From an optimization exercise on the open Yosys and OpenROAD flow, aimed at small area; shortcuts taken in it are not production practice.
Function not checked in this run: the RTL went through the layout flow alone.
Power is estimated from default activity; no workload was simulated.

### run.sh
#!/bin/bash
# synth_recipe.tcl (not shown) runs the flow's synth.tcl, then flattens the netlist and writes it again
# the make line also repeats each setting of config.mk as NAME=value (left out here)
make -C /OpenROAD-flow-scripts/flow DESIGN_CONFIG=/design/flow/config.mk WORK_HOME=/design/flow/orfs CLKGATE_MAP_FILE= SYNTH_SCRIPT=/design/flow/synth_recipe.tcl finish
### config.mk
export PLATFORM = sky130hd
export DESIGN_NAME = pong
export DESIGN_NICKNAME = pong
export VERILOG_FILES = /design/flow/design.v
export SDC_FILE = /design/flow/constraint.sdc
export NUM_CORES = 4
export LEC_CHECK = 0
export CAP_MARGIN = 20
export CORE_MARGIN = 2
export CORE_UTILIZATION = 40
export SLEW_MARGIN = 20
### constraint.sdc
create_clock -name core_clock -period 10.0 [get_ports {i_Clk}]
set_input_delay 2.0000 -clock core_clock [delete_from_list [all_inputs] [get_ports {i_Clk}]]
set_output_delay 2.0000 -clock core_clock [all_outputs]
set_load 0.01 [all_outputs]
### design.v
module bin_to_7seg
  (
    input  [7:0] i_bin,
    output o_Segment1_A,
    output o_Segment1_B,
    output o_Segment1_C,
    output o_Segment1_D,
    output o_Segment1_E,
    output o_Segment1_F,
    output o_Segment1_G,
    output o_Segment2_A,
    output o_Segment2_B,
    output o_Segment2_C,
    output o_Segment2_D,
    output o_Segment2_E,
    output o_Segment2_F,
    output o_Segment2_G
  );
  wire [6:0] w_Segment1;
  wire [6:0] w_Segment2;
  assign o_Segment1_A = w_Segment1[6];
  assign o_Segment1_B = w_Segment1[5];
  assign o_Segment1_C = w_Segment1[4];
  assign o_Segment1_D = w_Segment1[3];
  assign o_Segment1_E = w_Segment1[2];
  assign o_Segment1_F = w_Segment1[1];
  assign o_Segment1_G = w_Segment1[0];
  assign o_Segment2_A = w_Segment2[6];
  assign o_Segment2_B = w_Segment2[5];
  assign o_Segment2_C = w_Segment2[4];
  assign o_Segment2_D = w_Segment2[3];
  assign o_Segment2_E = w_Segment2[2];
  assign o_Segment2_F = w_Segment2[1];
  assign o_Segment2_G = w_Segment2[0];
  assign w_Segment1 = encode(i_bin[7:4]);
  assign w_Segment2 = encode(i_bin[3:0]);
	function [6:0] encode;
		input [3:0] i_bin_val;
		encode =	(i_bin_val[3:0] == 4'b0000) ? ~7'b1111110 :
					(i_bin_val[3:0] == 4'b0001) ? ~7'b0110000 :
					(i_bin_val[3:0] == 4'b0010) ? ~7'b1101101 :
					(i_bin_val[3:0] == 4'b0011) ? ~7'b1111001 :
					(i_bin_val[3:0] == 4'b0100) ? ~7'b0110011 :
					(i_bin_val[3:0] == 4'b0101) ? ~7'b1011011 :
					(i_bin_val[3:0] == 4'b0110) ? ~7'b1011111 :
					(i_bin_val[3:0] == 4'b0111) ? ~7'b1110000 :
					(i_bin_val[3:0] == 4'b1000) ? ~7'b1111111 :
					(i_bin_val[3:0] == 4'b1001) ? ~7'b1111011 :
					(i_bin_val[3:0] == 4'b1010) ? ~7'b1110111 :
					(i_bin_val[3:0] == 4'b1011) ? ~7'b0011111 :
					(i_bin_val[3:0] == 4'b1100) ? ~7'b1001110 :
					(i_bin_val[3:0] == 4'b1101) ? ~7'b0111101 :
					(i_bin_val[3:0] == 4'b1110) ? ~7'b1001111 :
					(i_bin_val[3:0] == 4'b1111) ? ~7'b1000111 :
											      ~7'b0000000;
	endfunction
endmodule
module LFSR (
	input i_Clk,
	input i_Rst,
	input [1:0] i_state,
	output [8:0] o_reg
);
	parameter seed =	9'b1_0110_1001;
	parameter DELAY_COUNT = 10000000;
	parameter INITIAL_VAL = 9'b1_1010_1110;
	reg	[8:0] r_reg;
	reg [31:0] delay_counter;
	assign o_reg = r_reg;
	always @(posedge i_Clk) begin
		if (i_Rst) begin
			r_reg <= INITIAL_VAL;
			delay_counter <= DELAY_COUNT;
		end else if (i_state == 0) begin
			r_reg <= INITIAL_VAL;
		end else begin
			if (delay_counter == 0) begin
				delay_counter <= DELAY_COUNT;
				r_reg[0] <= r_reg[8];
				r_reg[1] <= seed[7] ? r_reg[0] ^ r_reg[8] : r_reg[0];
				r_reg[2] <= seed[6] ? r_reg[1] ^ r_reg[8] : r_reg[1];
				r_reg[3] <= seed[5] ? r_reg[2] ^ r_reg[8] : r_reg[2];
				r_reg[4] <= seed[4] ? r_reg[3] ^ r_reg[8] : r_reg[3];
				r_reg[5] <= seed[3] ? r_reg[4] ^ r_reg[8] : r_reg[4];
				r_reg[6] <= seed[2] ? r_reg[5] ^ r_reg[8] : r_reg[5];
				r_reg[7] <= seed[1] ? r_reg[6] ^ r_reg[8] : r_reg[6];
				r_reg[8] <= seed[0] ? r_reg[7] ^ r_reg[8] : r_reg[7];
			end else begin
				delay_counter <= delay_counter - 1;
			end
		end
	end
endmodule
module paddle 
	#( parameter
	SCREEN_HEIGHT = 480,
	SCREEN_WIDTH = 640,
	PADDLE_HEIGHT = 80,
	PADDLE_WIDTH = 10,
	SW_STEP_COUNT = 52000,	 
	X_center = SCREEN_HEIGHT/2
	)
	(
	input i_Clk,
	input i_Rst,
	input i_up,
	input i_down,
	input i_enable,
	output reg o1,
	output reg o2,
	output [9:0] o_left,
	output [9:0] o_right,
	output [9:0] o_top,
	output [9:0] o_bottom
	);
	reg [31:0] r_up_sw_counter;	 
	reg [31:0] r_down_sw_counter;
	wire [9:0] X_START = X_center - PADDLE_WIDTH/2;
	wire [9:0] X_END   = X_center + PADDLE_WIDTH/2;
	reg [9:0] Y_start;
	reg [9:0] Y_end;
	assign o_left	= X_START;
	assign o_right	= X_END;
	assign o_top	= Y_start;
	assign o_bottom	= Y_end;
	always @(posedge i_Clk) begin
		if (i_Rst) begin
			r_up_sw_counter <= 0;
			r_down_sw_counter <= 0;
			o1 <= 1'b0;
			o2 <= 1'b0;
			Y_start <= (SCREEN_HEIGHT - PADDLE_HEIGHT)/2;
			Y_end	<= (SCREEN_HEIGHT + PADDLE_HEIGHT)/2;
		end else if (i_enable == 1) begin
			if (i_up == 1'b1 && i_down == 1'b0) begin
				r_up_sw_counter <= r_up_sw_counter + 1;
				if (r_up_sw_counter == SW_STEP_COUNT) begin
					r_up_sw_counter <= 0;
					if (Y_start != 0) begin
						Y_start <= Y_start - 1;
						Y_end	<= Y_end - 1;
					end
				end else begin
					o1 <= 1'b1;
				end
			end else if (i_up == 1'b0 && i_down == 1'b1) begin
				r_down_sw_counter <= r_down_sw_counter + 1;
				if (r_down_sw_counter == SW_STEP_COUNT) begin
					r_down_sw_counter <= 0;
					if (Y_end != SCREEN_HEIGHT - 1) begin
						Y_start <= Y_start + 1;
						Y_end	<= Y_end + 1;
					end
				end else begin
					o2 <= 1'b1;
				end
			end else begin
				r_up_sw_counter <= 0;
				r_down_sw_counter <= 0;
				o1 <= 1'b0;
				o2 <= 1'b0;
				Y_start <= Y_start;
				Y_end	<= Y_end;
			end	
		end else begin
			Y_start <= (SCREEN_HEIGHT - PADDLE_HEIGHT)/2;
			Y_end	<= (SCREEN_HEIGHT + PADDLE_HEIGHT)/2;
		end
	end
endmodule
module ball 
	#( parameter
		SIZE = 10,
		DEFAULT_SPEED = 100000,
		SCREEN_HEIGHT = 480,
		SCREEN_WIDTH = 640,
		BALL_SPEED_UP = 2000
	)
	(
	input i_Clk,
	input i_Rst,
	input i_enable,
	input i_P1_sw_up,
	input i_P1_sw_down,
	input i_P2_sw_up,
	input i_P2_sw_down,
	input [9:0] i_P1_top,
	input [9:0] i_P1_right,
	input [9:0] i_P1_bottom,
	input [9:0] i_P2_top,
	input [9:0] i_P2_left,
	input [9:0] i_P2_bottom,
	output [9:0] o_left,
	output [9:0] o_right,
	output [9:0] o_top,
	output [9:0] o_bottom,
	output reg [1:0] o_game_result  
    );
	parameter 	DEFAULT_TOP		= (SCREEN_HEIGHT - SIZE)/2,
				DEFAULT_BOTTOM	= (SCREEN_HEIGHT + SIZE)/2,
				DEFAULT_LEFT	= (SCREEN_WIDTH - SIZE)/2,
				DEFAULT_RIGHT	= (SCREEN_WIDTH + SIZE)/2;
	reg [31:0] ball_X_speed_count;
	reg [31:0] ball_X_speed;
	reg ball_X_direction;  
	reg [1:0]  ball_Y_direction;  
	reg last_win;  
	reg [9:0] ball_top;
	reg [9:0] ball_bottom;
	reg [9:0] ball_left;
	reg [9:0] ball_right;
	assign o_left	= ball_left;
	assign o_right	= ball_right;
	assign o_top	= ball_top;
	assign o_bottom	= ball_bottom;
	always @(posedge i_Clk) begin
		if (i_Rst) begin
			ball_top	<= DEFAULT_TOP;
			ball_bottom	<= DEFAULT_BOTTOM;
			ball_left	<= DEFAULT_LEFT;
			ball_right	<= DEFAULT_RIGHT;
			ball_X_speed_count 	<= DEFAULT_SPEED;
			ball_X_speed		<= DEFAULT_SPEED;
			ball_X_direction	<= 0;
			ball_Y_direction	<= 0;
			last_win			<= 0;
			o_game_result		<= 0;
		end else if (i_enable == 1) begin
			ball_X_speed_count <= ball_X_speed_count - 1;
			if (ball_X_speed_count == 0) begin
				ball_X_speed_count <= ball_X_speed;
				if (ball_X_direction == 0) begin
					ball_left <= ball_left - 1;
					ball_right <= ball_right - 1;
					if (ball_left == i_P1_right && (ball_top < i_P1_bottom) && (ball_bottom > i_P1_top)) begin	 
						if (i_P1_sw_up ^ i_P1_sw_down) begin
							if (i_P1_sw_up) begin
								if (ball_Y_direction == 0) begin
									ball_Y_direction <= 1;
								end else if (ball_Y_direction == 2) begin
									ball_Y_direction <= 0;
								end
							end else begin
								if (ball_Y_direction == 0) begin
									ball_Y_direction <= 2;
								end else if (ball_Y_direction == 1) begin
									ball_Y_direction <= 0;
								end					
							end
						end
						ball_X_direction <= 1;
						if (ball_X_speed > BALL_SPEED_UP) ball_X_speed <= ball_X_speed - BALL_SPEED_UP;
					end
					if (ball_left == 0) begin
						last_win <= 1;
						o_game_result <= 2;
					end
				end else begin
					ball_left <= ball_left + 1;
					ball_right <= ball_right + 1;
					if (ball_right == i_P2_left && (ball_top < i_P2_bottom) && (ball_bottom > i_P2_top)) begin	 
						if (i_P2_sw_up ^ i_P2_sw_down) begin
							if (i_P2_sw_up) begin
								if (ball_Y_direction == 0) begin
									ball_Y_direction <= 1;
								end else if (ball_Y_direction == 2) begin
									ball_Y_direction <= 0;
								end
							end else begin
								if (ball_Y_direction == 0) begin
									ball_Y_direction <= 2;
								end else if (ball_Y_direction == 1) begin
									ball_Y_direction <= 0;
								end					
							end
						end
						ball_X_direction <= 0;
						if (ball_X_speed > BALL_SPEED_UP) ball_X_speed <= ball_X_speed - BALL_SPEED_UP;
					end
					if (ball_right == SCREEN_WIDTH - 1) begin
						last_win <= 0;
						o_game_result <= 1;
					end
				end
				if (ball_Y_direction == 1) begin
					ball_top <= ball_top - 1;
					ball_bottom <= ball_bottom- 1;
					if (ball_top == 0) begin	 
						ball_Y_direction <= 2;  
					end
				end else if (ball_Y_direction == 2) begin
					ball_top <= ball_top + 1;
					ball_bottom <= ball_bottom + 1;
					if (ball_bottom == SCREEN_HEIGHT - 1) begin	 
						ball_Y_direction <= 1;
					end
				end else begin
					ball_top <= ball_top;
					ball_bottom <= ball_bottom;
				end
			end
		end else begin
			ball_top	<= DEFAULT_TOP;
			ball_bottom	<= DEFAULT_BOTTOM;
			ball_left	<= DEFAULT_LEFT;
			ball_right	<= DEFAULT_RIGHT;
			ball_X_speed_count 	<= DEFAULT_SPEED;
			ball_X_speed		<= DEFAULT_SPEED;
			ball_Y_direction	<= 0;
			if (last_win == 1)
				ball_X_direction <= 0;
			else
				ball_X_direction <= 1;
			o_game_result <= 0;
		end
	end
endmodule
module sync_pulse_generator
 #(parameter total_col = 800,
             total_row = 525,
             active_col = 640,
             active_row = 480)
  (input i_Clk,
   input i_Rst,
   output o_H_Sync,
   output o_V_Sync,
   output [9:0] o_X_Cursor,
   output [9:0] o_Y_Cursor
  );
  reg [9:0] r_X_Cursor;
  reg [9:0] r_Y_Cursor;
  always @ (posedge i_Clk) begin
   if (i_Rst) begin
    r_X_Cursor <= 0;
    r_Y_Cursor <= 0;
   end else begin
    r_X_Cursor <= r_X_Cursor + 1;
    if (r_X_Cursor == total_col - 1) begin
      r_X_Cursor <= 0;
      r_Y_Cursor <= r_Y_Cursor + 1;
    end
    if (r_Y_Cursor == total_row - 1 && r_X_Cursor == total_col - 1) begin
      r_Y_Cursor <= 0;
    end
   end
  end
  assign o_H_Sync = (r_X_Cursor < active_col) ? 1 : 0;
  assign o_V_Sync = (r_Y_Cursor < active_row) ? 1 : 0;
  assign o_X_Cursor = r_X_Cursor;
  assign o_Y_Cursor = r_Y_Cursor;
endmodule
module vga_sync_porch
 #(parameter total_col = 800,
             total_row = 525,
             active_col = 640,
             active_row = 480,
             H_F_Porch = 18,
             H_B_Porch = 50,
             V_F_Porch = 10,
             V_B_Porch = 33
  )
  (
   input [9:0] i_X_Cursor,
   input [9:0] i_Y_Cursor,
   output o_H_Sync,
   output o_V_Sync
  );
  assign o_H_Sync = (i_X_Cursor < active_col + H_F_Porch || i_X_Cursor > total_col - H_B_Porch) ? 1 : 0;
  assign o_V_Sync = (i_Y_Cursor < active_row + V_F_Porch || i_Y_Cursor > total_row - V_B_Porch) ? 1 : 0;
endmodule
module display_to_screen #(parameter LFSR_DELAY = 10000000) (
	input i_Clk,
	input i_Rst,
	input [1:0] i_device_state,
	input [5:0] i_p1_score,
	input [5:0] i_p2_score,
	input [9:0] i_P1_left,
	input [9:0] i_P1_right,
	input [9:0] i_P1_top,
	input [9:0] i_P1_bottom,
	input [9:0] i_P2_left,
	input [9:0] i_P2_right,
	input [9:0] i_P2_top,
	input [9:0] i_P2_bottom,
	input [9:0] i_B_left,
	input [9:0] i_B_right,
	input [9:0] i_B_top,
	input [9:0] i_B_bottom,
	input [9:0] i_X_cursor,
	input [9:0] i_Y_cursor,
	output [2:0] o_VGA_Red,
	output [2:0] o_VGA_Grn,
	output [2:0] o_VGA_Blu
);
	parameter 	w_w = 46, 	 
				s_w = 4,	 
				u_h = 46,	 
				b_h = 23,	 
				ste = 8,	 
				X_OFFSET = (640-(5*w_w+4*s_w))/2,
				Y_OFFSET = (480-(2*u_h+b_h))/2;
	wire [8:0] start_output;
	reg start_output_flag;
	assign start_output = (start_output_flag == 1) ? 9'b111111111 : 9'b000000000;  
	wire [8:0] game_output;
	wire [8:0] score_output;
	wire [8:0] p1_score;
	wire [8:0] p2_score;
	wire [8:0] finish_output;
	reg finish_output_flag;
	wire [8:0] w_rand_RGB;
	LFSR #(.DELAY_COUNT(LFSR_DELAY)) rand_RGB (.i_Clk(i_Clk), .i_Rst(i_Rst), .i_state(i_device_state), .o_reg(w_rand_RGB));
	assign finish_output = (finish_output_flag == 1) ? w_rand_RGB : 9'b000000000;
	assign {o_VGA_Red, o_VGA_Grn, o_VGA_Blu} = 	
		(i_device_state == 0) ? start_output :
		(i_device_state == 1) ? game_output :
		(i_device_state == 2) ? score_output :
		(i_device_state == 3) ? finish_output :
		0;
	always @(posedge i_Clk) begin  
		if (i_Rst)
			start_output_flag <= 0;
		else if (
			(i_Y_cursor>Y_OFFSET+0 && i_Y_cursor<=Y_OFFSET+u_h) && (i_X_cursor == X_OFFSET+4*w_w+3*s_w-ste || i_X_cursor == X_OFFSET+4*w_w+3*s_w)			 
			||(i_Y_cursor>Y_OFFSET+u_h/2 && i_Y_cursor<=Y_OFFSET+u_h/2+ste) && (i_X_cursor == X_OFFSET+2*w_w+2*s_w+ste || i_X_cursor == X_OFFSET+3*w_w+2*s_w)	 
			||(i_Y_cursor>Y_OFFSET+u_h/2+ste && i_Y_cursor<=Y_OFFSET+u_h) && (i_X_cursor == X_OFFSET+3*w_w+2*s_w-ste || i_X_cursor == X_OFFSET+3*w_w+2*s_w)
			||(i_Y_cursor>Y_OFFSET+u_h && i_Y_cursor<=Y_OFFSET+u_h+ste) && (i_X_cursor == X_OFFSET+0 || i_X_cursor == X_OFFSET+w_w || i_X_cursor == X_OFFSET+w_w+s_w || 			 
				i_X_cursor == X_OFFSET+2*w_w+s_w || i_X_cursor == X_OFFSET+2*w_w+2*s_w || i_X_cursor == X_OFFSET+3*w_w+2*s_w || i_X_cursor == X_OFFSET+3*w_w+3*s_w || 
				i_X_cursor == X_OFFSET+4*w_w+3*s_w || i_X_cursor == X_OFFSET+4*w_w+4*s_w || i_X_cursor == X_OFFSET+4*w_w+4*s_w+ste || i_X_cursor == X_OFFSET+5*w_w+4*s_w-ste ||
				i_X_cursor == X_OFFSET+5*w_w+4*s_w )
			||(i_Y_cursor>Y_OFFSET+u_h+ste && i_Y_cursor<=Y_OFFSET+u_h+b_h-ste/2) && (i_X_cursor == X_OFFSET+0 || i_X_cursor == X_OFFSET+ste || i_X_cursor == X_OFFSET+w_w+s_w || 
				i_X_cursor == X_OFFSET+w_w+s_w+ste || i_X_cursor == X_OFFSET+2*w_w+s_w-ste || i_X_cursor == X_OFFSET+2*w_w+s_w || i_X_cursor == X_OFFSET+2*w_w+2*s_w || 
				i_X_cursor == X_OFFSET+2*w_w+2*s_w+ste || i_X_cursor == X_OFFSET+3*w_w+2*s_w-ste || i_X_cursor == X_OFFSET+3*w_w+2*s_w || i_X_cursor == X_OFFSET+3*w_w+3*s_w || 
				i_X_cursor == X_OFFSET+3*w_w+3*s_w+ste || i_X_cursor == X_OFFSET+4*w_w+3*s_w-ste || i_X_cursor == X_OFFSET+4*w_w+3*s_w || i_X_cursor == X_OFFSET+4*w_w+4*s_w || 
				i_X_cursor == X_OFFSET+4*w_w+4*s_w+ste || i_X_cursor == X_OFFSET+5*w_w+4*s_w-ste || i_X_cursor == X_OFFSET+5*w_w+4*s_w )
			||(i_Y_cursor>Y_OFFSET+u_h+b_h-ste/2 && i_Y_cursor<=Y_OFFSET+u_h+b_h+ste/2) && (i_X_cursor == X_OFFSET+0 || i_X_cursor == X_OFFSET+ste || i_X_cursor == X_OFFSET+w_w+s_w || 
				i_X_cursor == X_OFFSET+2*w_w+s_w || i_X_cursor == X_OFFSET+2*w_w+2*s_w || i_X_cursor == X_OFFSET+2*w_w+2*s_w+ste || i_X_cursor == X_OFFSET+3*w_w+2*s_w-ste || 
				i_X_cursor == X_OFFSET+3*w_w+2*s_w || i_X_cursor == X_OFFSET+3*w_w+3*s_w || i_X_cursor == X_OFFSET+3*w_w+3*s_w+ste || i_X_cursor == X_OFFSET+4*w_w+3*s_w-ste || 
				i_X_cursor == X_OFFSET+4*w_w+3*s_w || i_X_cursor == X_OFFSET+4*w_w+4*s_w || i_X_cursor == X_OFFSET+4*w_w+4*s_w+ste || i_X_cursor == X_OFFSET+5*w_w+4*s_w-ste || 
				i_X_cursor == X_OFFSET+5*w_w+4*s_w )
			||(i_Y_cursor>Y_OFFSET+u_h+b_h+ste/2 && i_Y_cursor<=Y_OFFSET+2*u_h-ste) && (i_X_cursor == X_OFFSET+0 || i_X_cursor == X_OFFSET+ste || i_X_cursor == X_OFFSET+w_w+s_w || 
				i_X_cursor == X_OFFSET+w_w+s_w+ste || i_X_cursor == X_OFFSET+2*w_w+2*s_w || 
				i_X_cursor == X_OFFSET+2*w_w+2*s_w+ste || i_X_cursor == X_OFFSET+3*w_w+2*s_w-ste || i_X_cursor == X_OFFSET+3*w_w+2*s_w || i_X_cursor == X_OFFSET+3*w_w+3*s_w || 
				i_X_cursor == X_OFFSET+3*w_w+3*s_w+ste || i_X_cursor == X_OFFSET+4*w_w+3*s_w-ste || i_X_cursor == X_OFFSET+4*w_w+3*s_w || i_X_cursor == X_OFFSET+4*w_w+4*s_w || 
				i_X_cursor == X_OFFSET+4*w_w+4*s_w+ste || i_X_cursor == X_OFFSET+5*w_w+4*s_w-ste || i_X_cursor == X_OFFSET+5*w_w+4*s_w )								
			||(i_Y_cursor>Y_OFFSET+2*u_h-ste && i_Y_cursor<=Y_OFFSET+2*u_h) && (i_X_cursor == X_OFFSET+0 || i_X_cursor == X_OFFSET+ste || i_X_cursor == X_OFFSET+w_w+s_w || 
				i_X_cursor == X_OFFSET+2*w_w+s_w || i_X_cursor == X_OFFSET+2*w_w+2*s_w || i_X_cursor == X_OFFSET+3*w_w+2*s_w || i_X_cursor == X_OFFSET+3*w_w+3*s_w || 
				i_X_cursor == X_OFFSET+4*w_w+3*s_w || i_X_cursor == X_OFFSET+4*w_w+4*s_w || i_X_cursor == X_OFFSET+5*w_w+4*s_w )
			||(i_Y_cursor>Y_OFFSET+2*u_h && i_Y_cursor<=Y_OFFSET+2*u_h+b_h-ste) && (i_X_cursor == X_OFFSET+5*w_w+4*s_w-ste || i_X_cursor == X_OFFSET+5*w_w+4*s_w)	 
			||(i_Y_cursor>Y_OFFSET+2*u_h+b_h-ste && i_Y_cursor<=Y_OFFSET+2*u_h+b_h) && (i_X_cursor == X_OFFSET+4*w_w+4*s_w || i_X_cursor == X_OFFSET+5*w_w+4*s_w) 	
		) 
			start_output_flag <= ~start_output_flag;
		else
			start_output_flag <= start_output_flag;
	    end
	assign game_output = ((i_X_cursor > i_P1_left && i_X_cursor < i_P1_right && i_Y_cursor > i_P1_top && i_Y_cursor < i_P1_bottom) ||
						  (i_X_cursor > i_P2_left && i_X_cursor < i_P2_right && i_Y_cursor > i_P2_top && i_Y_cursor < i_P2_bottom) ||
						  (i_X_cursor > i_B_left && i_X_cursor < i_B_right && i_Y_cursor > i_B_top && i_Y_cursor < i_B_bottom)
							) ? 9'b111111111 : 9'b000000000;
	assign score_output = game_output | p1_score | p2_score;
	print_score #(.X_OFFSET((640-(3*w_w+2*s_w))/2), .Y_OFFSET((480-(2*u_h))/2)) player_1 
		(.i_Clk(i_Clk), .i_Rst(i_Rst), .i_score_val(i_p1_score), .i_X_cursor(i_X_cursor), .i_Y_cursor(i_Y_cursor), .o_score_RGB(p1_score));
	print_score #(.X_OFFSET((640-(3*w_w+2*s_w))/2+2*w_w+2*s_w), .Y_OFFSET((480-(2*u_h))/2)) player_2
		(.i_Clk(i_Clk), .i_Rst(i_Rst), .i_score_val(i_p2_score), .i_X_cursor(i_X_cursor), .i_Y_cursor(i_Y_cursor), .o_score_RGB(p2_score));
	always @(posedge i_Clk) begin  
		if (i_Rst)
		finish_output_flag <= 0;
	else if (
			(i_Y_cursor>Y_OFFSET+0 && i_Y_cursor<=Y_OFFSET+ste) && (i_X_cursor == X_OFFSET+0 || i_X_cursor == X_OFFSET+w_w)			 
			||(i_Y_cursor>Y_OFFSET+ste && i_Y_cursor<=Y_OFFSET+u_h) && (i_X_cursor == X_OFFSET+0 || i_X_cursor == X_OFFSET+ste || i_X_cursor == X_OFFSET+w_w-ste || i_X_cursor == X_OFFSET+w_w)
			||(i_Y_cursor>Y_OFFSET+u_h && i_Y_cursor<=Y_OFFSET+u_h+ste) && (i_X_cursor == X_OFFSET+0 || i_X_cursor == X_OFFSET+w_w || 
				i_X_cursor == X_OFFSET+3*w_w+3*s_w || i_X_cursor == X_OFFSET+3*w_w+3*s_w+ste || i_X_cursor == X_OFFSET+3*w_w+3*s_w+w_w/2-ste/2 || i_X_cursor == X_OFFSET+3*w_w+3*s_w+w_w/2+ste/2 ||
				i_X_cursor == X_OFFSET+4*w_w+3*s_w-ste || i_X_cursor == X_OFFSET+4*w_w+3*s_w || i_X_cursor == X_OFFSET+4*w_w+4*s_w || i_X_cursor == X_OFFSET+5*w_w+4*s_w ||
				i_X_cursor == X_OFFSET+5*w_w+5*s_w || i_X_cursor == X_OFFSET+6*w_w+5*s_w)
			||(i_Y_cursor>Y_OFFSET+u_h+ste && i_Y_cursor<=Y_OFFSET+2*u_h-ste) && (i_X_cursor == X_OFFSET+0 || i_X_cursor == X_OFFSET+ste || 
				i_X_cursor == X_OFFSET+3*w_w+3*s_w || i_X_cursor == X_OFFSET+3*w_w+3*s_w+ste || i_X_cursor == X_OFFSET+3*w_w+3*s_w+w_w/2-ste/2 || i_X_cursor == X_OFFSET+3*w_w+3*s_w+w_w/2+ste/2 ||
				i_X_cursor == X_OFFSET+4*w_w+3*s_w-ste || i_X_cursor == X_OFFSET+4*w_w+3*s_w || i_X_cursor == X_OFFSET+4*w_w+4*s_w || i_X_cursor == X_OFFSET+4*w_w+4*s_w+ste ||
				i_X_cursor == X_OFFSET+5*w_w+4*s_w-ste ||i_X_cursor == X_OFFSET+5*w_w+4*s_w || i_X_cursor == X_OFFSET+5*w_w+5*s_w || i_X_cursor == X_OFFSET+5*w_w+5*s_w+ste || 
				i_X_cursor == X_OFFSET+6*w_w+5*s_w-ste || i_X_cursor == X_OFFSET+6*w_w+5*s_w)
			||(i_Y_cursor>Y_OFFSET+2*u_h-ste && i_Y_cursor<=Y_OFFSET+2*u_h) && (i_X_cursor == X_OFFSET+0 || i_X_cursor == X_OFFSET+ste || 
				i_X_cursor == X_OFFSET+3*w_w+3*s_w || i_X_cursor == X_OFFSET+4*w_w+3*s_w || i_X_cursor == X_OFFSET+4*w_w+4*s_w || i_X_cursor == X_OFFSET+5*w_w+4*s_w || 
				i_X_cursor == X_OFFSET+5*w_w+5*s_w || i_X_cursor == X_OFFSET+5*w_w+5*s_w+ste || i_X_cursor == X_OFFSET+6*w_w+5*s_w-ste || i_X_cursor == X_OFFSET+6*w_w+5*s_w)
			|| ((i_p1_score > i_p2_score) && ((i_Y_cursor>Y_OFFSET+0 && i_Y_cursor<=Y_OFFSET+2*u_h) && (i_X_cursor==X_OFFSET+2*w_w+s_w-ste || i_X_cursor==X_OFFSET+2*w_w+s_w)))	 
			|| ((i_p1_score < i_p2_score) && ((i_Y_cursor>Y_OFFSET+0 && i_Y_cursor<=Y_OFFSET+ste) && (i_X_cursor==X_OFFSET+w_w+s_w+0 || i_X_cursor==X_OFFSET+w_w+s_w+w_w)		 
				|| (i_Y_cursor>Y_OFFSET+ste && i_Y_cursor<=Y_OFFSET+u_h-ste/2) && (i_X_cursor==X_OFFSET+w_w+s_w+w_w-ste || i_X_cursor==X_OFFSET+w_w+s_w+w_w)
				|| (i_Y_cursor>Y_OFFSET+u_h-ste/2 && i_Y_cursor<=Y_OFFSET+u_h+ste/2) && (i_X_cursor==X_OFFSET+w_w+s_w+0 || i_X_cursor==X_OFFSET+w_w+s_w+w_w)
				|| (i_Y_cursor>Y_OFFSET+u_h+ste/2 && i_Y_cursor<=Y_OFFSET+2*u_h-ste) && (i_X_cursor==X_OFFSET+w_w+s_w+0 || i_X_cursor==X_OFFSET+w_w+s_w+ste)
				|| (i_Y_cursor>Y_OFFSET+2*u_h-ste && i_Y_cursor<=Y_OFFSET+2*u_h) && (i_X_cursor==X_OFFSET+w_w+s_w+0 || i_X_cursor==X_OFFSET+w_w+s_w+w_w)))
		) 
		finish_output_flag <= ~finish_output_flag;
	else
		finish_output_flag <= finish_output_flag;
	end
endmodule
module print_score #(
	parameter	X_OFFSET = 0,
				Y_OFFSET = 0,
				w_w = 46, 	 
				s_w = 4,	 
				u_h = 46,	 
				b_h = 23,	 
				ste = 8	 
	)
	(
	input i_Clk,
	input i_Rst,
	input [5:0] i_score_val,
	input [9:0] i_X_cursor,
	input [9:0] i_Y_cursor,
	output [8:0] o_score_RGB
	);
	reg score_flag;
	assign o_score_RGB = (score_flag == 1) ? 9'b111111111 : 9'b000000000;
	always @(posedge i_Clk) begin
		if (i_Rst) score_flag <= 0;
		else
		case(i_score_val)
			0: score_flag <= ((i_Y_cursor>Y_OFFSET+0 && i_Y_cursor<=Y_OFFSET+ste) && (i_X_cursor==X_OFFSET+0 || i_X_cursor==X_OFFSET+w_w)
	|| (i_Y_cursor>Y_OFFSET+ste && i_Y_cursor<=Y_OFFSET+2*u_h-ste) && (i_X_cursor==X_OFFSET+0 || i_X_cursor==X_OFFSET+ste || i_X_cursor==X_OFFSET+w_w-ste || i_X_cursor==X_OFFSET+w_w)
	|| (i_Y_cursor>Y_OFFSET+2*u_h-ste && i_Y_cursor<=Y_OFFSET+2*u_h) && (i_X_cursor==X_OFFSET+0 || i_X_cursor==X_OFFSET+w_w)) ? ~score_flag : score_flag;
			1: score_flag <= ((i_Y_cursor>Y_OFFSET+0 && i_Y_cursor<=Y_OFFSET+2*u_h) && (i_X_cursor==X_OFFSET+w_w-ste || i_X_cursor==X_OFFSET+w_w)) ? ~score_flag : score_flag;
			2: score_flag <= ((i_Y_cursor>Y_OFFSET+0 && i_Y_cursor<=Y_OFFSET+ste) && (i_X_cursor==X_OFFSET+0 || i_X_cursor==X_OFFSET+w_w)
	|| (i_Y_cursor>Y_OFFSET+ste && i_Y_cursor<=Y_OFFSET+u_h-ste/2) && (i_X_cursor==X_OFFSET+w_w-ste || i_X_cursor==X_OFFSET+w_w)
	|| (i_Y_cursor>Y_OFFSET+u_h-ste/2 && i_Y_cursor<=Y_OFFSET+u_h+ste/2) && (i_X_cursor==X_OFFSET+0 || i_X_cursor==X_OFFSET+w_w)
	|| (i_Y_cursor>Y_OFFSET+u_h+ste/2 && i_Y_cursor<=Y_OFFSET+2*u_h-ste) && (i_X_cursor==X_OFFSET+0 || i_X_cursor==X_OFFSET+ste)
	|| (i_Y_cursor>Y_OFFSET+2*u_h-ste && i_Y_cursor<=Y_OFFSET+2*u_h) && (i_X_cursor==X_OFFSET+0 || i_X_cursor==X_OFFSET+w_w)) ? ~score_flag : score_flag;
			3: score_flag <= ((i_Y_cursor>Y_OFFSET+0 && i_Y_cursor<=Y_OFFSET+ste) && (i_X_cursor==X_OFFSET+0 || i_X_cursor==X_OFFSET+w_w)
	|| (i_Y_cursor>Y_OFFSET+ste && i_Y_cursor<=Y_OFFSET+u_h-ste/2) && (i_X_cursor==X_OFFSET+w_w-ste || i_X_cursor==X_OFFSET+w_w)
	|| (i_Y_cursor>Y_OFFSET+u_h-ste/2 && i_Y_cursor<=Y_OFFSET+u_h+ste/2) && (i_X_cursor==X_OFFSET+0 || i_X_cursor==X_OFFSET+w_w)
	|| (i_Y_cursor>Y_OFFSET+u_h+ste/2 && i_Y_cursor<=Y_OFFSET+2*u_h-ste) && (i_X_cursor==X_OFFSET+w_w-ste || i_X_cursor==X_OFFSET+w_w)
	|| (i_Y_cursor>Y_OFFSET+2*u_h-ste && i_Y_cursor<=Y_OFFSET+2*u_h) && (i_X_cursor==X_OFFSET+0 || i_X_cursor==X_OFFSET+w_w)) ? ~score_flag : score_flag; 
			4: score_flag <= ((i_Y_cursor>Y_OFFSET+0 && i_Y_cursor<=Y_OFFSET+u_h-ste/2) && (i_X_cursor==X_OFFSET+0 || i_X_cursor==X_OFFSET+ste || i_X_cursor==X_OFFSET+w_w-ste || i_X_cursor==X_OFFSET+w_w)
	|| (i_Y_cursor>Y_OFFSET+u_h-ste/2 && i_Y_cursor<=Y_OFFSET+u_h+ste/2) && (i_X_cursor==X_OFFSET+0 || i_X_cursor==X_OFFSET+w_w)
	|| (i_Y_cursor>Y_OFFSET+u_h+ste/2 && i_Y_cursor<=Y_OFFSET+2*u_h) && (i_X_cursor==X_OFFSET+w_w-ste || i_X_cursor==X_OFFSET+w_w)) ? ~score_flag : score_flag;
			5: score_flag <= ((i_Y_cursor>Y_OFFSET+0 && i_Y_cursor<=Y_OFFSET+ste) && (i_X_cursor==X_OFFSET+0 || i_X_cursor==X_OFFSET+w_w)
	|| (i_Y_cursor>Y_OFFSET+ste && i_Y_cursor<=Y_OFFSET+u_h-ste/2) && (i_X_cursor==X_OFFSET+0 || i_X_cursor==X_OFFSET+ste)
	|| (i_Y_cursor>Y_OFFSET+u_h-ste/2 && i_Y_cursor<=Y_OFFSET+u_h+ste/2) && (i_X_cursor==X_OFFSET+0 || i_X_cursor==X_OFFSET+w_w)
	|| (i_Y_cursor>Y_OFFSET+u_h+ste/2 && i_Y_cursor<=Y_OFFSET+2*u_h-ste) && (i_X_cursor==X_OFFSET+w_w-ste || i_X_cursor==X_OFFSET+w_w)
	|| (i_Y_cursor>Y_OFFSET+2*u_h-ste && i_Y_cursor<=Y_OFFSET+2*u_h) && (i_X_cursor==X_OFFSET+0 || i_X_cursor==X_OFFSET+w_w)) ? ~score_flag : score_flag;
			6: score_flag <= ((i_Y_cursor>Y_OFFSET+0 && i_Y_cursor<=Y_OFFSET+ste) && (i_X_cursor==X_OFFSET+0 || i_X_cursor==X_OFFSET+w_w)
	|| (i_Y_cursor>Y_OFFSET+ste && i_Y_cursor<=Y_OFFSET+u_h-ste/2) && (i_X_cursor==X_OFFSET+0 || i_X_cursor==X_OFFSET+ste)
	|| (i_Y_cursor>Y_OFFSET+u_h-ste/2 && i_Y_cursor<=Y_OFFSET+u_h+ste/2) && (i_X_cursor==X_OFFSET+0 || i_X_cursor==X_OFFSET+w_w)
	|| (i_Y_cursor>Y_OFFSET+u_h+ste/2 && i_Y_cursor<=Y_OFFSET+2*u_h-ste) && (i_X_cursor==X_OFFSET+0 || i_X_cursor==X_OFFSET+ste || i_X_cursor==X_OFFSET+w_w-ste || i_X_cursor==X_OFFSET+w_w)
	|| (i_Y_cursor>Y_OFFSET+2*u_h-ste && i_Y_cursor<=Y_OFFSET+2*u_h) && (i_X_cursor==X_OFFSET+0 || i_X_cursor==X_OFFSET+w_w)) ? ~score_flag : score_flag;
			7: score_flag <= ((i_Y_cursor>Y_OFFSET+0 && i_Y_cursor<=Y_OFFSET+ste) && (i_X_cursor==X_OFFSET+0 || i_X_cursor==X_OFFSET+w_w)
	|| (i_Y_cursor>Y_OFFSET+ste && i_Y_cursor<=Y_OFFSET+2*u_h) && (i_X_cursor==X_OFFSET+w_w-ste || i_X_cursor==X_OFFSET+w_w)) ? ~score_flag : score_flag;
			8: score_flag <= ((i_Y_cursor>Y_OFFSET+0 && i_Y_cursor<=Y_OFFSET+ste) && (i_X_cursor==X_OFFSET+0 || i_X_cursor==X_OFFSET+w_w)
	|| (i_Y_cursor>Y_OFFSET+ste && i_Y_cursor<=Y_OFFSET+u_h-ste/2) && (i_X_cursor==X_OFFSET+0 || i_X_cursor==X_OFFSET+ste || i_X_cursor==X_OFFSET+w_w-ste || i_X_cursor==X_OFFSET+w_w)
	|| (i_Y_cursor>Y_OFFSET+u_h-ste/2 && i_Y_cursor<=Y_OFFSET+u_h+ste/2) && (i_X_cursor==X_OFFSET+0 || i_X_cursor==X_OFFSET+w_w)
	|| (i_Y_cursor>Y_OFFSET+u_h+ste/2 && i_Y_cursor<=Y_OFFSET+2*u_h-ste) && (i_X_cursor==X_OFFSET+0 || i_X_cursor==X_OFFSET+ste || i_X_cursor==X_OFFSET+w_w-ste || i_X_cursor==X_OFFSET+w_w)
	|| (i_Y_cursor>Y_OFFSET+2*u_h-ste && i_Y_cursor<=Y_OFFSET+2*u_h) && (i_X_cursor==X_OFFSET+0 || i_X_cursor==X_OFFSET+w_w)) ? ~score_flag : score_flag;
			9: score_flag <= ((i_Y_cursor>Y_OFFSET+0 && i_Y_cursor<=Y_OFFSET+ste) && (i_X_cursor==X_OFFSET+0 || i_X_cursor==X_OFFSET+w_w)
	|| (i_Y_cursor>Y_OFFSET+ste && i_Y_cursor<=Y_OFFSET+u_h-ste/2) && (i_X_cursor==X_OFFSET+0 || i_X_cursor==X_OFFSET+ste || i_X_cursor==X_OFFSET+w_w-ste || i_X_cursor==X_OFFSET+w_w)
	|| (i_Y_cursor>Y_OFFSET+u_h-ste/2 && i_Y_cursor<=Y_OFFSET+u_h+ste/2) && (i_X_cursor==X_OFFSET+0 || i_X_cursor==X_OFFSET+w_w)
	|| (i_Y_cursor>Y_OFFSET+u_h+ste/2 && i_Y_cursor<=Y_OFFSET+2*u_h-ste) && (i_X_cursor==X_OFFSET+w_w-ste || i_X_cursor==X_OFFSET+w_w)
	|| (i_Y_cursor>Y_OFFSET+2*u_h-ste && i_Y_cursor<=Y_OFFSET+2*u_h) && (i_X_cursor==X_OFFSET+0 || i_X_cursor==X_OFFSET+w_w)) ? ~score_flag : score_flag;
			default: score_flag <= score_flag;
		endcase
	end
endmodule
module pong (
  input i_Clk,
  input i_Rst,
  input i_Switch_1,
  input i_Switch_2,
  input i_Switch_3,
  input i_Switch_4,
  output o_LED_1,
  output o_LED_2,
  output o_LED_3,
  output o_LED_4,
  output o_Segment1_A,
  output o_Segment1_B,
  output o_Segment1_C,
  output o_Segment1_D,
  output o_Segment1_E,
  output o_Segment1_F,
  output o_Segment1_G,
  output o_Segment2_A,
  output o_Segment2_B,
  output o_Segment2_C,
  output o_Segment2_D,
  output o_Segment2_E,
  output o_Segment2_F,
  output o_Segment2_G,
  output o_VGA_Red_0,
  output o_VGA_Red_1,
  output o_VGA_Red_2,
  output o_VGA_Grn_0,
  output o_VGA_Grn_1,
  output o_VGA_Grn_2,
  output o_VGA_Blu_0,
  output o_VGA_Blu_1,
  output o_VGA_Blu_2,
  output o_VGA_HSync,
  output o_VGA_VSync
  );
  parameter total_col = 800,
            total_row = 525,
            active_col = 640,
            active_row = 480;
  wire [9:0] w_X_Cursor;
  wire [9:0] w_Y_Cursor;
  wire [9:0] w_P1_left;
  wire [9:0] w_P1_right;
  wire [9:0] w_P1_top;
  wire [9:0] w_P1_bottom;
  wire [9:0] w_P2_left;
  wire [9:0] w_P2_right;
  wire [9:0] w_P2_top;
  wire [9:0] w_P2_bottom;
  wire [9:0] w_B_left;
  wire [9:0] w_B_right;
  wire [9:0] w_B_top;
  wire [9:0] w_B_bottom;
  wire [1:0] game_result;
  localparam BALL_DEFAULT_SPEED = 200,
             BALL_SPEED_STEP    = 10,
             PADDLE_STEP_COUNT  = 16,
             LFSR_DELAY         = 100000;
  reg [1:0] device_state;	 
  reg r_en;
  reg [5:0] r_p1_score;
  reg [5:0] r_p2_score;
	always @(posedge i_Clk) begin
		if (i_Rst) begin
			device_state <= 0;
			r_en <= 0;
			r_p1_score <= 0;
			r_p2_score <= 0;
		end else if (device_state == 0) begin
			if (i_Switch_1 == 1 || i_Switch_2 == 1 || i_Switch_3 == 1 || i_Switch_4 == 1 || r_en == 1)begin
				device_state <= 1;
				r_en <= 1;
			end
		end else if (device_state == 1) begin
			if (game_result != 0) begin
				if (game_result == 1) begin
					r_p1_score <= r_p1_score + 1;
				end else if (game_result == 2) begin
					r_p2_score <= r_p2_score + 1;
				end
				if (r_p1_score == 9 || r_p2_score == 9) begin
					device_state <= 3;
				end else begin
					device_state <= 2;
				end
				r_en <= 0;
			end
		end else if (device_state == 2) begin
			if (i_Switch_1 == 1 || i_Switch_2 == 1 || i_Switch_3 == 1 || i_Switch_4 == 1 || r_en == 1)begin
				device_state <= 1;
				r_en <= 1;
			end
		end else begin
			if (i_Switch_1 == 1 || i_Switch_2 == 1 || i_Switch_3 == 1 || i_Switch_4 == 1 || r_en == 1)begin
				r_p1_score <= 0;
				r_p2_score <= 0;
				device_state <= 1;
				r_en <= 1;
			end
		end
	end
  bin_to_7seg U_BIN2SEG(
    .i_bin({r_p1_score[3:0], r_p2_score[3:0]}),
    .o_Segment1_A(o_Segment1_A),
    .o_Segment1_B(o_Segment1_B),
    .o_Segment1_C(o_Segment1_C),
    .o_Segment1_D(o_Segment1_D),
    .o_Segment1_E(o_Segment1_E),
    .o_Segment1_F(o_Segment1_F),
    .o_Segment1_G(o_Segment1_G),
    .o_Segment2_A(o_Segment2_A),
    .o_Segment2_B(o_Segment2_B),
    .o_Segment2_C(o_Segment2_C),
    .o_Segment2_D(o_Segment2_D),
    .o_Segment2_E(o_Segment2_E),
    .o_Segment2_F(o_Segment2_F),
    .o_Segment2_G(o_Segment2_G)
    );
  paddle #(.X_center(49), .SW_STEP_COUNT(PADDLE_STEP_COUNT)) Paddle1 (
		.i_Clk(i_Clk),
		.i_Rst(i_Rst),
		.i_up(i_Switch_1),
		.i_down(i_Switch_2),
		.i_enable(r_en),
		.o1(o_LED_1),
		.o2(o_LED_2),
		.o_left(w_P1_left),
		.o_right(w_P1_right),
		.o_top(w_P1_top),
		.o_bottom(w_P1_bottom)
    );
  paddle #(.X_center(active_col-49), .SW_STEP_COUNT(PADDLE_STEP_COUNT)) Paddle2 (
		.i_Clk(i_Clk),
		.i_Rst(i_Rst),
		.i_up(i_Switch_3),
		.i_down(i_Switch_4),
		.i_enable(r_en),
		.o1(o_LED_3),
		.o2(o_LED_4),
		.o_left(w_P2_left),
		.o_right(w_P2_right),
		.o_top(w_P2_top),
		.o_bottom(w_P2_bottom)
    );
  ball #(.DEFAULT_SPEED(BALL_DEFAULT_SPEED), .BALL_SPEED_UP(BALL_SPEED_STEP)) Ball_Unit (
	.i_Clk(i_Clk),
	.i_Rst(i_Rst),
	.i_P1_sw_up(i_Switch_1),
	.i_P1_sw_down(i_Switch_2),
	.i_P2_sw_up(i_Switch_3),
	.i_P2_sw_down(i_Switch_4),
	.i_P1_top(w_P1_top),
	.i_P1_right(w_P1_right),
	.i_P1_bottom(w_P1_bottom),
	.i_P2_top(w_P2_top),
	.i_P2_left(w_P2_left),
	.i_P2_bottom(w_P2_bottom),
	.i_enable(r_en),
	.o_game_result(game_result),
	.o_left(w_B_left),
	.o_right(w_B_right),
	.o_top(w_B_top),
	.o_bottom(w_B_bottom)
  );
  sync_pulse_generator SPG1 (
    .i_Clk(i_Clk),
    .i_Rst(i_Rst),
    .o_H_Sync(),
    .o_V_Sync(),
    .o_X_Cursor(w_X_Cursor),
    .o_Y_Cursor(w_Y_Cursor)
  );
  vga_sync_porch VSP1 (
    .i_X_Cursor(w_X_Cursor),
    .i_Y_Cursor(w_Y_Cursor),
    .o_H_Sync(o_VGA_HSync),
    .o_V_Sync(o_VGA_VSync)
  );
	display_to_screen #(.LFSR_DELAY(LFSR_DELAY)) Display1 (
		.i_Clk(i_Clk),
		.i_Rst(i_Rst),
		.i_device_state(device_state),
		.i_p1_score(r_p1_score),
		.i_p2_score(r_p2_score),
	  .i_P1_left(w_P1_left),
	  .i_P1_right(w_P1_right),
	  .i_P1_top(w_P1_top),
	  .i_P1_bottom(w_P1_bottom),
	  .i_P2_left(w_P2_left),
	  .i_P2_right(w_P2_right),
	  .i_P2_top(w_P2_top),
	  .i_P2_bottom(w_P2_bottom),	  
	  .i_B_left(w_B_left),
	  .i_B_right(w_B_right),
	  .i_B_top(w_B_top),
	  .i_B_bottom(w_B_bottom),
	  .i_X_cursor(w_X_Cursor),
	  .i_Y_cursor(w_Y_Cursor),
	  .o_VGA_Red({o_VGA_Red_2, o_VGA_Red_1, o_VGA_Red_0}),
	  .o_VGA_Grn({o_VGA_Grn_2, o_VGA_Grn_1, o_VGA_Grn_0}),
	  .o_VGA_Blu({o_VGA_Blu_2, o_VGA_Blu_1, o_VGA_Blu_0})
	);
endmodule
==> summary.txt <==
synth_stat cells, types with 14 or more instances:
master / instances / area (sq um)
or3_1: 42 / 263
dfxtp_1: 361 / 7230
clkbuf_1: 132 / 495
mux2i_1: 29 / 290
nor2_1: 380 / 1430
o211ai_1: 37 / 278
a31oi_1: 40 / 250
or4_1: 28 / 210
xor2_1: 87 / 762
and2_1: 15 / 93.8
o21a_1: 25 / 188
a211oi_1: 35 / 263
a21o_1: 51 / 383
nor3_1: 113 / 566
xnor2_1: 93 / 815
nand3_1: 105 / 526
nand2_1: 296 / 1110
inv_1: 170 / 638
a311oi_1: 27 / 236
o2111ai_1: 14 / 123
ha_1: 219 / 2740
nand4_1: 71 / 444
nand3b_1: 20 / 150
and3_1: 50 / 313
o31ai_1: 31 / 233
nand2b_1: 24 / 150
nor4_1: 73 / 457
nor2b_1: 46 / 288
a21oi_1: 225 / 1130
o21ai_0: 142 / 711
routing by layer:
metal	vias up	routed length, microns
met5	-	0
met4	0	1440
met3	75	2980
met2	465	28600
met1	10588	32600
li1	11567	-
power by group through the flow:
stage | Sequential, mW | Combinational, mW | Clock, mW
2_1_floorplan | 1.49 | 0.155 | 0
3_3_place_gp | 1.50 | 0.204 | 0
3_5_place_dp | 1.50 | 0.204 | 0
4_1_cts | 1.46 | 0.206 | 1.59
5_1_grt | 1.47 | 0.230 | 1.64
6_report | 1.47 | 0.205 | 1.54
metrics by stage:
step	instance area (sq um)	hold slack, ps	setup slack [ps]
4_1_cts	27300	458	3310
6_report	27300	457	3270
5_1_grt	27300	473	2940
2_1_floorplan	24800	419	5120
3_5_place_dp	25900	442	3950
3_3_place_gp	25900	438	4030
kinds of logic (layout without fill, tap and decap cells):
kind of cell / after synthesis / after routing / synth area share [%]
and+or+nand+nor: 1332 / 1332 / 26.6
AOI/OAI and AO/OA: 756 / 756 / 20.0
DFF: 361 / 361 / 29.1
buffers and inverters: 319 / 302 / 4.87
adders and majority gates: 227 / 227 / 11.7
xor gates and xnor gates: 180 / 180 / 6.35
muxes: 35 / 35 / 1.45
worst min-delay path by stage:
stage                     cells after the start                               to                       startpoint  slack (ps)
after floorplan                               1  Ball_Unit.ball_X_speed_count[0]  Ball_Unit.ball_X_speed_count[0]         420
after global placement                        1  Ball_Unit.ball_X_speed_count[0]  Ball_Unit.ball_X_speed_count[0]         440
after detailed placement                      1  Ball_Unit.ball_X_speed_count[0]  Ball_Unit.ball_X_speed_count[0]         440
after CTS                                     1  Ball_Unit.ball_X_speed_count[0]  Ball_Unit.ball_X_speed_count[0]         460
after global routing                          1  Ball_Unit.ball_X_speed_count[0]  Ball_Unit.ball_X_speed_count[0]         470
final                                         2                 Paddle1.Y_end[9]                 Paddle1.Y_end[9]         460
worst max-delay path: stages, from the launching register on:
cell             delay [ps]
dfxtp_1                 750
ha_1                    370
a211oi_1                240
o211ai_1                130
nor3_1                  250
o211ai_1                130
o41a_1                  330
o31ai_2                 700
o21bai_1                380
a31oi_1                 290
clkdlybuf4s50_1         570
area by class of cell:
type	count	area [sq um]	area share (%)
multi-input cells	2530	16500	60.4
flip-flops and latches	361	7230	26.5
clock buffers	62	1250	4.58
well taps	837	1050	3.84
inverters	172	646	2.37
repair buffers	56	503	1.85
clock inverters	12	128	0.468
==> key figures <==
Run status
  – Status: finished clean

Timing
  – Tcrit/Tclk final: about 67%
  – Final setup viols: 0
  – Fin. max-slew vios: 0
  – RSZ-0062 raised after global routing: false
  – Setup tns final: 0 ps
  – Crit path time final: a little under 7000 ps
  – Worst-Margin Slew: 1150 ps
  – Hold Fails Final Rpt: 0
  – Fmax achieved: roughly 150 MHz
  – Clock Skews: 17.4 ps
  – Worst slew margin: 23.2%

Floorplanning
  – Core ar.: 61600 sq um
  – Die Ht: around 250 microns
  – Num rows: around 90
  – # IOs: 35
  – DIE WIDTH: 253 microns
  – Initial Util: between 40% and 50%
  – Die area: 64100 sq um

Placement
  – GPL Wtd Cong: approximately 0.92
  – Placed cell count: slightly below 4000
  – DP HPWL: between 40 and 50 mm
  – Port bufs: 34

Synthesis
  – Asr flop ratio synth: 0%
  – Number of library cell types mapped by synthesis: 90
  – Cells after Synth: approximately 3200
  – Synth Register Bits: between 300 and 400
  – Post-Syn Area: 24800 sq um
  – Register area share after synthesis: between 20% and 30%
  – Mapped Nets: 3443
  – Post-synth EDFFs: 0
  – Synth Flop Type: dfxtp_1
  – YS warnings: 10
  – Mean post-synth cell area: roughly 7.7 sq um

Clock tree
  – Hold buffer count at cts: 0
  – Setup bufs post-CTS: 0
  – Root Driver: clkbuf_16
  – Resize count post-CTS: 0
  – H-tree lvl count: 2
  – Clock slew at reported path FFs: about 60 ps
  – Max clock buf depth: 3
  – CTS tree: yes
  – CTS buffer count: 43
  – Later-pin clock latency in the skew report: approximately 580 ps
  – TritonCTS Sinks: approximately 360

Pwr
  – Pwr Density: 118 nW/um^2
  – Switch share: about a quarter
  – Clock share of power: roughly 48%
  – Worst IR Drop VDD: between 0.1 and 0.15 mV
  – Combinational power share: between 6 and 7%
  – Leak Pwr: about 10 nW
  – Switch Pwr: around 800 uW
  – Pint: 2.42 mW
  – Total power: 3.21 mW
  – Share of power burned in registers: a little under half

Cells and area
  – Commonest non-fill, non-tap cells in the layout: nor2_1 (380), dfxtp_1 (361), nand2_1 (296)
  – Share of post-route cells with drive strength above 1: roughly 4.4%
  – Leading cell type in the layout, fill and taps excluded: nor2_1
  – Nets: ~3400
  – Fill cells: between 6000 and 7000
  – Non-filler instance count after layout: 4030
  – Final design utilization: 44.2%
  – Area delta synth->final: 9.69%
  – # diodes: 0

Flow run
  – Max-cap violation count: 0

Worst setup path
  – Critical setup path kind: reg -> out
  – Worst EP arrival: about 4700 ps
  – Startpoint Class: flip-flop
  – CP required: about 8000 ps
  – CP max FO: 18
  – Worst setup path end: o_VGA_Blu_2
  – R2R Path End: Ball_Unit.ball_X_speed[17]
  – Setup slack, reg-to-reg: 6180 ps
  – R2R depth: 9
  – Setup crit end kind: output pin
  – Worst Setup SP: SPG1.r_Y_Cursor[9]
  – Worst R2R Start: Ball_Unit.ball_X_speed_count[0]

Global route
  – Met1 Use GR: ~29%
  – Number of global-route vias before repair: 20749
  – M3 GR Usage: between 2 and 2.5%
  – Grt total ovfl: 0
  – Most used routing layer: met2
  – Largest net degree at the start of global routing: 70
  – Met2 usage: between 30% and 40%
  – First-pass GRT wire length: ~110 mm
  – Antenna violations before repair: 0
  – GRT Total Usage: ~20%

Drt
  – First DRT Iteration DRCs: about 1700
  – Residual DRC: 0
  – ANT nets after route: 0
  – Routed vias/inst: about 5.6
  – First-pass DRT Iterations: 6
  – Final WL: between 60 and 70 mm
  – Vias: 22695
  – Wire length per cell: approximately 16 microns

Min path
  – Worst hold path class: reg -> reg

port drivers added, routing unchanged:
How much do the figures lean on ideal ports? The routed layout below was timed once more, with nothing changed but the port constraints.
Step 1 assumes that a clkbuf_16 drives the clock port and a buf_2 every other input.
Step 2 also shifts input and output timing later by t, the mid clock arrival at the registers, as if the neighbouring blocks saw the same clock.
a / b / c = ideal ports / drivers / drivers and shift; a / b = the first two.
t (ns): 0.635
slack for setup (ns): 3.267 / 3.205 / 3.840
pins driven straight from the clock port: 1
After both steps this run still meets setup and hold. The setup slack of this run moves by -0.062 ns with the drivers and by +0.573 ns with both steps.
